This is an optimization exercise on Yosys and OpenROAD, whose aim is small area, a short achievable clock period and few clock cycles per item, not a production implementation. Function not checked in this run: the RTL went through the layout flow alone. Power and IR drop assume default switching activity.

[flow/config.mk]
export PLATFORM = sky130hd
export DESIGN_NAME = axi4l_slv_top
export DESIGN_NICKNAME = axi4l_slv_top
export VERILOG_FILES = /design/flow/design.v
export SDC_FILE = /design/flow/constraint.sdc
export NUM_CORES = 4
export LEC_CHECK = 0
export CAP_MARGIN = 20
export CORE_MARGIN = 2
export CORE_UTILIZATION = 40
export SLEW_MARGIN = 20
[flow/constraint.sdc]
create_clock -name core_clock -period 3.0 [get_ports {aclk}]
set_input_delay 0.6000 -clock core_clock [delete_from_list [all_inputs] [get_ports {aclk}]]
set_output_delay 0.6000 -clock core_clock [all_outputs]
set_load 0.01 [all_outputs]
[flow/design.v]
`timescale 1 ns / 1 ps
`default_nettype none
module axi4l_slv_top #(
    parameter int ADDR_WIDTH = 12,
    parameter int DATA_WIDTH = 32
) (
    input var                     aclk,
    input var                     aresetn,
    input var  [  ADDR_WIDTH-1:0] s_axi_awaddr,
    input var  [             2:0] s_axi_awprot,
    input var                     s_axi_awvalid,
    output var                    s_axi_awready,
    input var  [  DATA_WIDTH-1:0] s_axi_wdata,
    input var  [DATA_WIDTH/8-1:0] s_axi_wstrb,
    input var                     s_axi_wvalid,
    output var                    s_axi_wready,
    output var [             1:0] s_axi_bresp,
    output var                    s_axi_bvalid,
    input var                     s_axi_bready,
    input var  [  ADDR_WIDTH-1:0] s_axi_araddr,
    input var  [             2:0] s_axi_arprot,
    input var                     s_axi_arvalid,
    output var                    s_axi_arready,
    output var [  DATA_WIDTH-1:0] s_axi_rdata,
    output var [             1:0] s_axi_rresp,
    output var                    s_axi_rvalid,
    input var                     s_axi_rready,
    output var                    irq_reg_irq,
    input var                     reg_irq_bit0,
    output var [            31:0] reg_a_b,
    input var  [            31:0] reg_c_d
);
  localparam logic [1:0] RespOkay = 2'b00;   
  localparam logic [1:0] ResqExokay = 2'b01;   
  localparam logic [1:0] ResqSlverr = 2'b10;   
  localparam logic [1:0] ResqDecerr = 2'b11;   
  typedef enum int {
    S_WRRST,   
    S_WRIDLE,   
    S_WRADDR,   
    S_WRDATA,   
    S_WRREQ,   
    S_WRDEC,   
    S_WRRESP   
  } wr_state_t;
  wr_state_t wr_state, wr_state_next;
  var logic wr_valid, wr_addr_valid, wr_data_valid;
  always_ff @(posedge aclk) begin
    if (!aresetn) begin
      wr_state <= S_WRRST;
    end else begin
      wr_state <= wr_state_next;
    end
  end
  always_comb begin
    case (wr_state)
      S_WRRST: wr_state_next = S_WRIDLE;
      S_WRIDLE:
      wr_state_next = (s_axi_awvalid && s_axi_wvalid) ? S_WRREQ :
                                                         s_axi_awvalid ? S_WRADDR :
                                                         s_axi_wvalid  ? S_WRDATA : S_WRIDLE;
      S_WRADDR: wr_state_next = !s_axi_wvalid ? S_WRADDR : S_WRREQ;
      S_WRDATA: wr_state_next = !s_axi_awvalid ? S_WRDATA : S_WRREQ;
      S_WRREQ: wr_state_next = S_WRDEC;
      S_WRDEC: wr_state_next = S_WRRESP;
      S_WRRESP: wr_state_next = !s_axi_bready ? S_WRRESP : S_WRIDLE;
      default: wr_state_next = S_WRRST;
    endcase
  end
  assign wr_valid = ((wr_state == S_WRIDLE) && s_axi_awvalid && s_axi_wvalid) ||
        ((wr_state == S_WRADDR) && s_axi_wvalid) ||
        ((wr_state == S_WRDATA) && s_axi_awvalid);
  assign wr_addr_valid = ((wr_state == S_WRIDLE) && s_axi_awvalid) ||
        ((wr_state == S_WRDATA) && s_axi_awvalid);
  assign wr_data_valid = ((wr_state == S_WRIDLE) && s_axi_wvalid) ||
        ((wr_state == S_WRADDR) && s_axi_wvalid);
  var logic [ADDR_WIDTH-3:0] wr_addr;
  always_ff @(posedge aclk) begin
    if (!aresetn) begin
      wr_addr <= 'd0;
    end else if (wr_addr_valid) begin
      wr_addr <= s_axi_awaddr[ADDR_WIDTH-1:2];
    end
  end
  always_ff @(posedge aclk) begin
    if (!aresetn) begin
      s_axi_awready <= 1'b0;
    end else begin
      s_axi_awready <= (wr_state_next == S_WRIDLE || wr_state_next == S_WRDATA);
    end
  end
  var logic [  DATA_WIDTH-1:0] wr_data;
  var logic [DATA_WIDTH/8-1:0] wr_be;
  always_ff @(posedge aclk) begin
    if (!aresetn) begin
      wr_data <= 'd0;
      wr_be   <= 'd0;
    end
    if (wr_data_valid) begin
      wr_data <= s_axi_wdata;
      wr_be   <= s_axi_wstrb;
    end
  end
  always_ff @(posedge aclk) begin
    if (!aresetn) begin
      s_axi_wready <= 1'b0;
    end else begin
      s_axi_wready <= (wr_state_next == S_WRIDLE || wr_state_next == S_WRADDR);
    end
  end
  var logic wr_req, wr_dec_err;
  always_ff @(posedge aclk) begin
    if (!aresetn) begin
      wr_req <= 1'b0;
    end else begin
      wr_req <= wr_valid;
    end
  end
  always_ff @(posedge aclk) begin
    if (!aresetn) begin
      s_axi_bvalid <= 1'b0;
    end else begin
      s_axi_bvalid <= (wr_state_next == S_WRRESP);
    end
  end
  always_ff @(posedge aclk) begin
    if (!aresetn) begin
      s_axi_bresp <= 0;
    end else if (wr_state == S_WRDEC) begin
      s_axi_bresp <= wr_dec_err ? ResqDecerr : RespOkay;
    end
  end
  typedef enum int {
    S_RDRST,
    S_RDIDLE,
    S_RDREQ,
    S_RDDEC,
    S_RDRESP
  } rd_state_t;
  rd_state_t rd_state, rd_state_next;
  var logic rd_valid;
  always_ff @(posedge aclk) begin
    if (!aresetn) begin
      rd_state <= S_RDRST;
    end else begin
      rd_state <= rd_state_next;
    end
  end
  always_comb begin
    case (rd_state)
      S_RDRST:  rd_state_next = S_RDIDLE;
      S_RDIDLE: rd_state_next = !s_axi_arvalid ? S_RDIDLE : S_RDREQ;
      S_RDREQ:  rd_state_next = S_RDDEC;
      S_RDDEC:  rd_state_next = S_RDRESP;
      S_RDRESP: rd_state_next = !s_axi_rready ? S_RDRESP : S_RDIDLE;
      default:  rd_state_next = S_RDRST;
    endcase
  end
  assign rd_valid = (rd_state == S_RDIDLE) && s_axi_arvalid;
  var logic [ADDR_WIDTH-3:0] rd_addr;
  always_ff @(posedge aclk) begin
    if (!aresetn) begin
      rd_addr <= 'd0;
    end else if (rd_valid) begin
      rd_addr <= s_axi_araddr[ADDR_WIDTH-1:2];
    end
  end
  always_ff @(posedge aclk) begin
    if (!aresetn) begin
      s_axi_arready <= 1'b0;
    end else begin
      s_axi_arready <= (rd_state_next == S_RDIDLE);
    end
  end
  var logic rd_req, rd_dec_err;
  var logic [DATA_WIDTH-1:0] rd_data;
  always_ff @(posedge aclk) begin
    if (!aresetn) begin
      rd_req <= 1'b0;
    end else begin
      rd_req <= rd_valid;
    end
  end
  always_ff @(posedge aclk) begin
    if (!aresetn) begin
      s_axi_rvalid <= 1'b0;
    end else begin
      s_axi_rvalid <= (rd_state_next == S_RDRESP);
    end
  end
  always_ff @(posedge aclk) begin
    if (!aresetn) begin
      s_axi_rdata <= 0;
    end else if (rd_state == S_RDDEC) begin
      s_axi_rdata <= rd_data;
    end
  end
  always_ff @(posedge aclk) begin
    if (!aresetn) begin
      s_axi_rresp <= 0;
    end else if (rd_state == S_RDDEC) begin
      s_axi_rresp <= rd_dec_err ? ResqDecerr : RespOkay;
    end
  end
  logic reg_irq_bit0_ireg;
  logic reg_irq_bit0_d;
  logic reg_irq_bit0_int;
  logic reg_irq_bit0_trap;
  logic reg_irq_bit0_mask;
  logic reg_irq_bit0_force;
  logic reg_irq_bit0_dbg;
  logic reg_irq_bit0_trig;
  always_ff @(posedge aclk) begin
    reg_irq_bit0_ireg <= reg_irq_bit0;
    reg_irq_bit0_d <= reg_irq_bit0_ireg;
  end
  always_ff @(posedge aclk) begin
    if (!aresetn) begin
      reg_irq_bit0_int <= 'b0;
    end else begin
      reg_irq_bit0_int <= reg_irq_bit0_trap & reg_irq_bit0_mask;
    end
  end
  always_ff @(posedge aclk) begin
    if (!aresetn) begin
      reg_irq_bit0_trap <= 'b0;
    end else if (wr_req && wr_addr == 'd1) begin
      reg_irq_bit0_trap <= (reg_irq_bit0_trap & wr_data[0]) | reg_irq_bit0_force |
        (reg_irq_bit0_ireg & (~reg_irq_bit0_d | ~reg_irq_bit0_trig));
    end else begin
      reg_irq_bit0_trap <= reg_irq_bit0_trap | reg_irq_bit0_force |
        (reg_irq_bit0_ireg & (~reg_irq_bit0_d | ~reg_irq_bit0_trig));
    end
  end
  always_ff @(posedge aclk) begin
    if (!aresetn) begin
      reg_irq_bit0_mask <= 'b0;
    end else if (wr_req && wr_addr == 'd2) begin
      reg_irq_bit0_mask <= wr_data[0];
    end else begin
      reg_irq_bit0_mask <= reg_irq_bit0_mask;
    end
  end
  always_ff @(posedge aclk) begin
    if (!aresetn) begin
      reg_irq_bit0_force <= 'b0;
    end else if (wr_req && wr_addr == 'd3) begin
      reg_irq_bit0_force <= wr_data[0];
    end else begin
      reg_irq_bit0_force <= 'b0;
    end
  end
  always_ff @(posedge aclk) begin
    reg_irq_bit0_dbg <= reg_irq_bit0_ireg;
  end
  always_ff @(posedge aclk) begin
    if (!aresetn) begin
      reg_irq_bit0_trig <= 'b0;
    end else if (wr_req && wr_addr == 'd5) begin
      reg_irq_bit0_trig <= wr_data[0];
    end else begin
      reg_irq_bit0_trig <= reg_irq_bit0_trig;
    end
  end
  logic [31:0] reg_a_b_oreg;
  always_ff @(posedge aclk) begin
    if (!aresetn) begin
      reg_a_b_oreg <= 'b0;
    end else if (wr_req && wr_addr == 'd8) begin
      reg_a_b_oreg <= wr_data;
    end else begin
      reg_a_b_oreg <= reg_a_b_oreg;
    end
  end
  assign reg_a_b = reg_a_b_oreg;
  assign irq_reg_irq = reg_irq_bit0_int;
  logic [31:0] reg_c_d_ireg;
  always_ff @(posedge aclk) begin
    reg_c_d_ireg <= reg_c_d;
  end
  always_ff @(posedge aclk) begin
    case (wr_addr)
      'd0:     wr_dec_err <= 1'b0;
      'd1:     wr_dec_err <= 1'b0;
      'd2:     wr_dec_err <= 1'b0;
      'd3:     wr_dec_err <= 1'b0;
      'd4:     wr_dec_err <= 1'b0;
      'd5:     wr_dec_err <= 1'b0;
      'd8:     wr_dec_err <= 1'b0;
      default: wr_dec_err <= 1'b1;
    endcase
  end
  always_ff @(posedge aclk) begin
    if (!aresetn) begin
      rd_data <= 'b0;
    end else if (rd_req) begin
      case (rd_addr)
        'd0:     rd_data <= {31'd0, reg_irq_bit0_trap & reg_irq_bit0_mask};
        'd1:     rd_data <= {31'd0, reg_irq_bit0_trap};
        'd2:     rd_data <= {31'd0, reg_irq_bit0_mask};
        'd4:     rd_data <= {31'd0, reg_irq_bit0_dbg};
        'd5:     rd_data <= {31'd0, reg_irq_bit0_trig};
        'd8:     rd_data <= reg_a_b_oreg;
        'd9:     rd_data <= reg_c_d_ireg;
        default: rd_data <= 'b0;
      endcase
    end
  end
  always_ff @(posedge aclk) begin
    case (rd_addr)
      'd0:     rd_dec_err <= 1'b0;
      'd1:     rd_dec_err <= 1'b0;
      'd2:     rd_dec_err <= 1'b0;
      'd3:     rd_dec_err <= 1'b0;
      'd4:     rd_dec_err <= 1'b0;
      'd5:     rd_dec_err <= 1'b0;
      'd8:     rd_dec_err <= 1'b0;
      'd9:     rd_dec_err <= 1'b0;
      default: rd_dec_err <= 1'b1;
    endcase
  end
endmodule
`default_nettype wire
[flow/run.sh]
#!/bin/bash
# synth_recipe.tcl (not shown) runs the flow's synth.tcl, then flattens the netlist and writes it again
# the make line also repeats each setting of config.mk as NAME=value (left out here)
make -C /OpenROAD-flow-scripts/flow DESIGN_CONFIG=/design/flow/config.mk WORK_HOME=/design/flow/orfs CLKGATE_MAP_FILE= SYNTH_SCRIPT=/design/flow/synth_recipe.tcl finish
==> impl_results.md <==
* Largest net degree at the start of global routing at 74
* Fraction of registers with async set or reset after synthesis at 0%
* Critical path buffers and inverters at 1
* Total Routing Usage GR at 17.6%
* Number of routed nets with antenna violations at 0
* Worst R2R Setup Slack at 1.14 ns
* Unrepaired setup endpoints after global routing: false
* Family with the most delay on the worst path: buffers and inverters
* Leakage Power at 3.43 nW
* Number of cells on the worst hold path at 0
* Nets@finish at 997
* Cell area after synthesis at 0.00727 mm2
* Worst Min Path Start: reg_irq_bit0_ireg
* Routed wire per std cell at 15.1 um
* Clock root cell: sky130_fd_sc_hd__clkbuf_16
* Total negative slack for setup checks at 0 ns
* Clock Path Buffers at 3
* Post-Syn Nets at 850
* Count of cell types in the netlist at 47
* Initial drt markers at 282
* CTS clock-pin slew for the worst setup and hold paths at 0.06 ns
* Critical Path End Type: output pin
* Antenna Cells at 0
* Clk Latency, worst-skew pair at 0.49 ns
* Die area at 0.0193 mm2
* Cells along the critical path: clkdlybuf4s50_1
* DIE HEIGHT at 139 um
* RR Startpoint: rd_addr[0]
* Buffers on Ports at 165
* Total wirelength of the detailed-routed design at 17100 um
* Placed wire-length estimate at 12500 um
* Initial antenna violation count at 0
* TritonCTS clock tree: yes
* Shortest period the worst path allows at 2.09 ns
* Part of the cycle the worst path needs at 69.8%
* Setup Skew at 0.00772 ns
* Hold buffers post-CTS at 0
* Synthesis-stage register bit count at 204
* H-Tree Level Count at 1
* Fin. Hold Viols at 0
* Critical-path cell with the highest stage delay: sky130_fd_sc_hd__clkdlybuf4s50_1
* GPL Wtd Cong at 0.841
* Grt total ovfl at 0
* Worst slew margin relative to its limit at 35.2%
* Final setup violation count at 0
* Critical path type: register to output pin
* Via count of the routed design at 5494
* Seq/Total Area, Yosys at 60.6%
* Hold/Removal Path Class: register to register
* Power density over the cells at 609 mW/mm2
* Vias in the first global route at 5375
* Critical Path Fanout Max at 3
* Sinks on the clock net at 204
* Max Freq at 0.478 GHz
* Proportion of layout cells with a drive suffix above 1 at 5.65%
* Transition at the pin with the smallest max-transition slack at 0.971 ns
* Depth of the worst register-to-register path at 4
* Post CTS Setup Buffer Count at 0
* Number of buffers created by CTS at 21
* Top FF cell, synth: sky130_fd_sc_hd__dfxtp_1
* Run status: finished clean
* Boundary Pins at 180
* Number of violations of the max-capacitance limit at 0
* Instance count of the mapped netlist at 743
* Global-route wire length before repair at 27700 um
* Average size of a mapped cell at 9.79 um2
* Die width at 139 um
* Drt drc at 0
* Synth warnings at 1
* Critical path data arrival time at 1.49 ns
* Placeable Area at 0.0179 mm2
* Type of element launching the critical path: register
* Resized Gates After CTS at 0
* Largest stage delay on the critical path at 0.62 ns
* Data required time at the worst endpoint at 2.40 ns
* FF-to-FF End: rd_data[13]
* Num rows at 49
* DR pass1 iterations at 4
* Count of flip-flops with a built-in enable after synthesis at 32
* Synthesis-to-finish area growth at 34.3%
* Worst Hold Slack at 0.355 ns
* DR vias/cell at 4.85
* Filler cells at 1571
* Sink of the worst hold path: reg_irq_bit0_dbg
* Pins Over Slew Limit at 0
* Starting density of the core at 40.6%
* Worst ir drop on vdd at 0.329 mV
[power breakdown]
| group | internal [mW] | switching (mW) | total [mW] | leakage (nW) |
|---|---|---|---|---|
| Sequential | 2.92 | 0.0734 | 3.00 | 1.74 |
| Combinational | 0.237 | 0.204 | 0.441 | 1.34 |
| Clock | 1.50 | 1.01 | 2.51 | 0.340 |
[routing by layer]
layer	GRT usage, %	part of all wire [%]	vias to the layer above
li1	-	-	2801
met1	24.5	46	2518
met2	27.5	46	136
met3	2.73	4.8	39
met4	7.12	3.5	0
met5	0	0	-
[cells by family after synthesis]
| kind of cell | after synthesis | share of synthesized area [%] |
|---|---|---|
| AO/OA/AOI/OAI | 142 | 12.1 |
| XOR/XNOR | 1 | 0.120 |
| adder cells (fa/ha/maj) | 1 | 0.172 |
| buffers and inverters | 57 | 3.32 |
| flip-flops | 204 | 60.6 |
| multiplexers | 38 | 5.23 |
| AND/OR/NAND/NOR | 300 | 18.5 |
[worst max path at each step]
| stage | from | end | slack, ns | depth (start not counted) |
|---|---|---|---|---|
| after global placement | s_axi_awvalid | s_axi_wready | 0.47 | 6 |
| after CTS | reg_a_b_oreg[2] | reg_a_b[2] | 0.88 | 1 |
| after global routing | reg_a_b_oreg[19] | reg_a_b[19] | 0.85 | 1 |
| after detailed placement | s_axi_awvalid | s_axi_wready | 0.47 | 6 |
| final | reg_a_b_oreg[2] | reg_a_b[2] | 0.91 | 1 |
| after floorplan | s_axi_wvalid | wr_data[0] | 0.91 | 2 |
[sequential cells by signal (all words and copies together), names as in the netlist, 3 cells and up]
| name | cells |
|---|---|
| rd_data | 32 |
| reg_a_b_oreg | 32 |
| reg_c_d_ireg | 32 |
| s_axi_rdata | 32 |
| wr_data | 32 |
| rd_addr | 10 |
| wr_addr | 10 |
| rd_state | 3 |
| wr_state | 3 |
[cell usage after synthesis, types with 2 or more instances]
library cell                instances  area (um2)
sky130_fd_sc_hd__nand2_1          181         679
sky130_fd_sc_hd__dfxtp_1          172        3440
sky130_fd_sc_hd__mux2i_1           38         380
sky130_fd_sc_hd__buf_2             10        50.1
sky130_fd_sc_hd__buf_1              3        11.3
sky130_fd_sc_hd__buf_4              2        15.0
sky130_fd_sc_hd__a21oi_1           95         475
sky130_fd_sc_hd__a2bb2oi_1         31         272
sky130_fd_sc_hd__nand2b_1           3        18.8
sky130_fd_sc_hd__o31ai_1            3        22.5
sky130_fd_sc_hd__nand3b_1           2        15.0
sky130_fd_sc_hd__inv_1              7        26.3
sky130_fd_sc_hd__nor3b_1            3        22.5
sky130_fd_sc_hd__nor2b_1            7        43.8
sky130_fd_sc_hd__clkbuf_1          34         128
sky130_fd_sc_hd__nor3_1             6        30.0
sky130_fd_sc_hd__nor2_1            46         173
sky130_fd_sc_hd__o22a_1             2        17.5
sky130_fd_sc_hd__and2_1            35         219
sky130_fd_sc_hd__or3b_1             2        17.5
sky130_fd_sc_hd__edfxtp_1          32         961
sky130_fd_sc_hd__nand4_1            4        25.0
[cell type report]
type                            instances  area, um2  area share [%]
Inverter                                7       28.8           0.295
Clock buffer                           31        654            6.70
Clock inverter                          5       28.8           0.295
Multi-Input combinational cell        482       2630            26.9
Tap cell                              229        287            2.93
Sequential cell                       204       4410            45.1
Timing Repair Buffer                  174       1730            17.7
[per-stage QoR]
stage | util (%) | power (mW) | cell area, um2 | std cells | worst slack [ns]
6_report | 54.5 | 5.95 | 9770 | 1132 | 0.907
5_1_grt | 54.5 | 6.20 | 9770 | 1132 | 0.845
4_1_cts | 54.5 | 6.03 | 9760 | 1132 | 0.876
3_5_place_dp | 50.7 | 3.50 | 9080 | 1096 | 0.466
3_3_place_gp | 50.7 | 3.48 | 9080 | 1096 | 0.473
2_1_floorplan | - | 3.29 | 7270 | 743 | 0.907
[cell usage in the layout, fill, tap and decap left out, drive strengths merged, types with 2 or more instances in the layout]
master,Yosys,layout
o22a,2,2
nand2,181,181
dfxtp,172,172
nand3b,2,2
nor3,6,6
or3b,2,2
or2,2,2
nor2,46,46
clkdlybuf4s50,0,165
nand2b,3,3
a211oi,2,2
edfxtp,32,32
buf,16,9
nor3b,4,4
clkinv,0,3
inv,7,8
and2,35,35
clkbuf,34,31
nor4,2,2
mux2i,38,38
o31ai,3,3
nand4,4,4
nor2b,7,7
nor4b,2,2
a2bb2oi,31,31
a21oi,95,95
[worst reg2reg max path: cells and delay by family (launching register included)]
kind | cells | cell delay (ns)
buffers and inverters | 1 | 0.35
AO/OA/AOI/OAI | 1 | 0.18
multiplexers | 1 | 0.31
AND/OR/NAND/NOR | 1 | 0.06
flip-flops | 1 | 0.82

what the ideal ports hide:
How much do the figures lean on ideal ports? The routed layout below was timed once more, with nothing changed but the port constraints.
Step 1 (the two cells are an assumption about what drives the block):
set clk [get_ports {aclk}]
set_driving_cell -lib_cell sky130_fd_sc_hd__clkbuf_16 $clk
set_driving_cell -lib_cell sky130_fd_sc_hd__buf_2 [delete_from_list [all_inputs] $clk]
Step 2, shift: input delay + t, output delay - t, t = (earliest + latest rising clock arrival at the registers) / 2. This alone moves slack from input paths to output paths.
a / b / c = no drivers / after step 1 / after step 2; a / b = the first two.
shift t [ns]: 0.525
slack for setup (ns): 0.907 / 0.865 / 0.449
worst slew at a driven data input, ns: 0.07
After both steps this run still meets setup and hold. The setup slack of this run moves by -0.042 ns with the drivers and by -0.458 ns with both steps.
